What follows belongs to an exercise in optimizing a design on an open flow for small area, a short achievable clock period and few clock cycles; a production flow would make more cautious choices. RTL that was checked went through simulation tests only; none was proved equivalent to the original.

==> branch cedar: inputs <==
## maxfinder
module maxfinder(clk, rst, start, x1, x2, x3, x4, eps, done, result);
Settings: LEC_CHECK=0, CAP_MARGIN=20, CORE_MARGIN=2, CORE_UTILIZATION=40, SETUP_SLACK_MARGIN=2.4, SLEW_MARGIN=20, SYNTH_HIERARCHICAL=1, SYNTH_MINIMUM_KEEP_SIZE=0; clock period 9.0 ns.
standard.sh (not shown) runs the stock make flow with config.mk's settings and CLKGATE_MAP_FILE= SYNTH_SCRIPT=/design/flow/synth_recipe.tcl, a recipe that flattens the netlist after the stock synthesis.
==> flow/flow/run.sh <==
#!/bin/bash
export BUFFER_PORTS_ARGS="-buffer_cell sky130_fd_sc_hd__buf_2"
cp standard.sh standard_copy.sh.txt
bash standard.sh > standard.log 2>&1
==> branch willow (differences from branch cedar) <==
--- a/flow/design.v
+++ b/flow/design.v
@@ -1,23 +1,28 @@
 module maxfinder(clk, rst, start, x1, x2, x3, x4, eps, done, result);
 input clk, start, rst;
 input [4:0] x1, x2, x3, x4, eps;
 output done;
 output [4:0] result;
 reg active;    
 reg ph2;       
-reg lx;        
-reg [3:0] v1, v2, v3, v4;
+reg [3:0] r1, r2, r3, r4;    
+reg q1, q2, q3, q4;          
+wire [3:0] v1 = q1 ? 4'd0 : r1;
+wire [3:0] v2 = q2 ? 4'd0 : r2;
+wire [3:0] v3 = q3 ? 4'd0 : r3;
+wire [3:0] v4 = q4 ? 4'd0 : r4;
 wire signed [4:0] a1, a2, a3, a4;
 wire nactive = !active;
 mf_sel sel1 (x1, {1'b0, v1}, nactive, active, a1);
 mf_sel sel2 (x2, {1'b0, v2}, nactive, active, a2);
 mf_sel sel3 (x3, {1'b0, v3}, nactive, active, a3);
 mf_sel sel4 (x4, {1'b0, v4}, nactive, active, a4);
 wire [3:0] n1, n2, n3, n4;
+wire m1, m2, m3, m4;
 wire t1s1;
 wire t1c2;
 mf_fa t1f0 (a2[0], a3[0], a4[0], t1s1, t1c2);
 wire t1s3;
 wire t1c4;
 mf_fa t1f1 (a2[1], a3[1], a4[1], t1s3, t1c4);
 wire t1s5;
@@ -173,15 +178,16 @@
 wire s1_s93;
 wire s1_c94;
 mf_fa s1_f94 (p1_38, s1_c76, s1_s77, s1_s93, s1_c94);
 wire s1_s95;
 wire s1_c96;
 mf_fa s1_f96 (e1[10], t1[6], s1_c78, s1_s95, s1_c96);
 wire [10:0] s1_ = {s1_c94, s1_c92, s1_c90, s1_c88, s1_c86, s1_c84, s1_c82, s1_c80, s1_s79, p1_18, p1_11} + {s1_s95, s1_s93, s1_s91, s1_s89, s1_s87, s1_s85, s1_s83, s1_s81, p1_13, p1_12, 1'b0};
-assign n1 = s1_[10] ? 4'd0 : s1_[6:3];
+assign n1 = s1_[6:3];
+assign m1 = s1_[10];
 wire t2s97;
 wire t2c98;
 mf_fa t2f0 (a1[0], a3[0], a4[0], t2s97, t2c98);
 wire t2s99;
 wire t2c100;
 mf_fa t2f1 (a1[1], a3[1], a4[1], t2s99, t2c100);
 wire t2s101;
@@ -337,15 +343,16 @@
 wire s2_s189;
 wire s2_c190;
 mf_fa s2_f190 (p2_134, s2_c172, s2_s173, s2_s189, s2_c190);
 wire s2_s191;
 wire s2_c192;
 mf_fa s2_f192 (e2[10], t2[6], s2_c174, s2_s191, s2_c192);
 wire [10:0] s2_ = {s2_c190, s2_c188, s2_c186, s2_c184, s2_c182, s2_c180, s2_c178, s2_c176, s2_s175, p2_114, p2_107} + {s2_s191, s2_s189, s2_s187, s2_s185, s2_s183, s2_s181, s2_s179, s2_s177, p2_109, p2_108, 1'b0};
-assign n2 = s2_[10] ? 4'd0 : s2_[6:3];
+assign n2 = s2_[6:3];
+assign m2 = s2_[10];
 wire t3s193;
 wire t3c194;
 mf_fa t3f0 (a1[0], a2[0], a4[0], t3s193, t3c194);
 wire t3s195;
 wire t3c196;
 mf_fa t3f1 (a1[1], a2[1], a4[1], t3s195, t3c196);
 wire t3s197;
@@ -501,15 +508,16 @@
 wire s3_s285;
 wire s3_c286;
 mf_fa s3_f286 (p3_230, s3_c268, s3_s269, s3_s285, s3_c286);
 wire s3_s287;
 wire s3_c288;
 mf_fa s3_f288 (e3[10], t3[6], s3_c270, s3_s287, s3_c288);
 wire [10:0] s3_ = {s3_c286, s3_c284, s3_c282, s3_c280, s3_c278, s3_c276, s3_c274, s3_c272, s3_s271, p3_210, p3_203} + {s3_s287, s3_s285, s3_s283, s3_s281, s3_s279, s3_s277, s3_s275, s3_s273, p3_205, p3_204, 1'b0};
-assign n3 = s3_[10] ? 4'd0 : s3_[6:3];
+assign n3 = s3_[6:3];
+assign m3 = s3_[10];
 wire t4s289;
 wire t4c290;
 mf_fa t4f0 (a1[0], a2[0], a3[0], t4s289, t4c290);
 wire t4s291;
 wire t4c292;
 mf_fa t4f1 (a1[1], a2[1], a3[1], t4s291, t4c292);
 wire t4s293;
@@ -665,15 +673,16 @@
 wire s4_s381;
 wire s4_c382;
 mf_fa s4_f382 (p4_326, s4_c364, s4_s365, s4_s381, s4_c382);
 wire s4_s383;
 wire s4_c384;
 mf_fa s4_f384 (e4[10], t4[6], s4_c366, s4_s383, s4_c384);
 wire [10:0] s4_ = {s4_c382, s4_c380, s4_c378, s4_c376, s4_c374, s4_c372, s4_c370, s4_c368, s4_s367, p4_306, p4_299} + {s4_s383, s4_s381, s4_s379, s4_s377, s4_s375, s4_s373, s4_s371, s4_s369, p4_301, p4_300, 1'b0};
-assign n4 = s4_[10] ? 4'd0 : s4_[6:3];
+assign n4 = s4_[6:3];
+assign m4 = s4_[10];
 function lt2(input f1, f2, f3, f4);
     lt2 = !((f1 & (f2 | f3 | f4)) | (f2 & (f3 | f4)) | (f3 & f4));
 endfunction
 wire z1 = |v1, z2 = |v2, z3 = |v3, z4 = |v4;
 wire g12 = v1 > v2, e12 = v1 == v2;
 wire g34 = v3 > v4, e34 = v3 == v4;
 wire [3:0] w12 = g12 ? v1 : v2;
@@ -683,23 +692,21 @@
 wire u2 = gf & !g12 & !e12;
 wire u3 = !gf & !ef & g34;
 wire u4 = !gf & !ef & !g34 & !e34;
 function eq2(input f1, f2, f3, f4);
     eq2 = (f1 + f2 + f3 + f4) == 3'd2;
 endfunction
 wire known = (eps[3] & eps[2] & eps[1]) | (eps[3] & eq2(z1, z2, z3, z4));
-wire k1 = lx ? z1 : u1;
-wire k2 = lx ? z2 : u2;
-wire k3 = lx ? z3 : u3;
-wire k4 = lx ? z4 : u4;
+wire k1 = u1, k2 = u2, k3 = u3, k4 = u4;
+wire lx = lt2(|x1, |x2, |x3, |x4);
 assign done = active & (ph2 | lx | known | lt2(z1, z2, z3, z4));
 assign result = ({5{k1}} & x1) | ({5{k2}} & x2) | ({5{k3}} & x3) | ({5{k4}} & x4);
 always @(posedge clk) begin
-    v1 <= n1; v2 <= n2; v3 <= n3; v4 <= n4;
-    lx <= !active & lt2(|a1, |a2, |a3, |a4);
+    r1 <= n1; r2 <= n2; r3 <= n3; r4 <= n4;
+    q1 <= m1; q2 <= m2; q3 <= m3; q4 <= m4;
     if (rst) begin
         active <= 1'b0;
         ph2 <= 1'b0;
     end else begin
         active <= active ? !done : start;
         ph2 <= active & !done;
     end
==> flow/flow/run.sh (replaced) <==
#!/bin/bash
export BUFFER_PORTS_ARGS="-buffer_cell sky130_fd_sc_hd__buf_1"
bash standard.sh > standard.log 2>&1
- SETUP_SLACK_MARGIN: 2.4 -> 2.2
==> branch violet (differences from branch cedar) <==
--- a/flow/design.v
+++ b/flow/design.v
@@ -1,15 +1,14 @@
 module maxfinder(clk, rst, start, x1, x2, x3, x4, eps, done, result);
 input clk, start, rst;
 input [4:0] x1, x2, x3, x4, eps;
 output done;
 output [4:0] result;
 reg active;    
 reg ph2;       
-reg lx;        
 reg [3:0] v1, v2, v3, v4;
 wire signed [4:0] a1, a2, a3, a4;
 wire nactive = !active;
 mf_sel sel1 (x1, {1'b0, v1}, nactive, active, a1);
 mf_sel sel2 (x2, {1'b0, v2}, nactive, active, a2);
 mf_sel sel3 (x3, {1'b0, v3}, nactive, active, a3);
 mf_sel sel4 (x4, {1'b0, v4}, nactive, active, a4);
@@ -683,23 +682,20 @@
 wire u2 = gf & !g12 & !e12;
 wire u3 = !gf & !ef & g34;
 wire u4 = !gf & !ef & !g34 & !e34;
 function eq2(input f1, f2, f3, f4);
     eq2 = (f1 + f2 + f3 + f4) == 3'd2;
 endfunction
 wire known = (eps[3] & eps[2] & eps[1]) | (eps[3] & eq2(z1, z2, z3, z4));
-wire k1 = lx ? z1 : u1;
-wire k2 = lx ? z2 : u2;
-wire k3 = lx ? z3 : u3;
-wire k4 = lx ? z4 : u4;
+wire k1 = u1, k2 = u2, k3 = u3, k4 = u4;
+wire lx = lt2(|x1, |x2, |x3, |x4);
 assign done = active & (ph2 | lx | known | lt2(z1, z2, z3, z4));
 assign result = ({5{k1}} & x1) | ({5{k2}} & x2) | ({5{k3}} & x3) | ({5{k4}} & x4);
 always @(posedge clk) begin
     v1 <= n1; v2 <= n2; v3 <= n3; v4 <= n4;
-    lx <= !active & lt2(|a1, |a2, |a3, |a4);
     if (rst) begin
         active <= 1'b0;
         ph2 <= 1'b0;
     end else begin
         active <= active ? !done : start;
         ph2 <= active & !done;
     end
- SETUP_SLACK_MARGIN: 2.4 -> 2.2
==> comparison <==
- Global-route usage: branch willow < branch violet < branch cedar.
- Core utilization: branch cedar > branch violet > branch willow.
- Hold slack: branch violet > branch willow > branch cedar.
- Wire length, lowest first: branch violet, branch willow, branch cedar.
- Via count: branch willow is higher than branch violet (about 1.1%).
- Between branch violet and branch willow, the lower synthesized cell count is in branch violet (gap about 2%, measured against branch willow).
Testbench counts of branch violet, summed over its fixed seeds: cycles 3,201.
The RTL of branch cedar and branch willow was laid out without a check of its function.

[port drivers added, routing unchanged]
In the flow no input, the clock included, has a driving cell. The finished layouts below were timed again as built, in two steps.
Step 1 (the two cells are an assumption about what drives the block):
set clk [get_ports {clk}]
set_driving_cell -lib_cell sky130_fd_sc_hd__clkbuf_16 $clk
set_driving_cell -lib_cell sky130_fd_sc_hd__buf_2 [delete_from_list [all_inputs] $clk]
Step 2 also shifts input and output timing later by t, the mid clock arrival at the registers, as if the neighbouring blocks saw the same clock.
a / b / c = ideal / step 1 / step 2; a / b = the first two.
| run | shift t [ns] | setup WS [ns] | latest minus earliest clock arrival (ns) |
|---|---|---|---|
| branch cedar | 0.284 | 2.562 / 2.571 / 2.286 | 0.006 / 0.005 |
| branch willow | 0.290 | 2.474 / 2.478 / 2.188 | 0.003 / 0.003 |
| branch violet | 0.286 | 2.472 / 2.482 / 2.195 | 0.007 / 0.007 |
After both steps every run listed still meets setup and hold. For branch willow, which loses most, drivers alone change the setup slack by +0.004 ns; drivers and shift together by -0.286 ns.
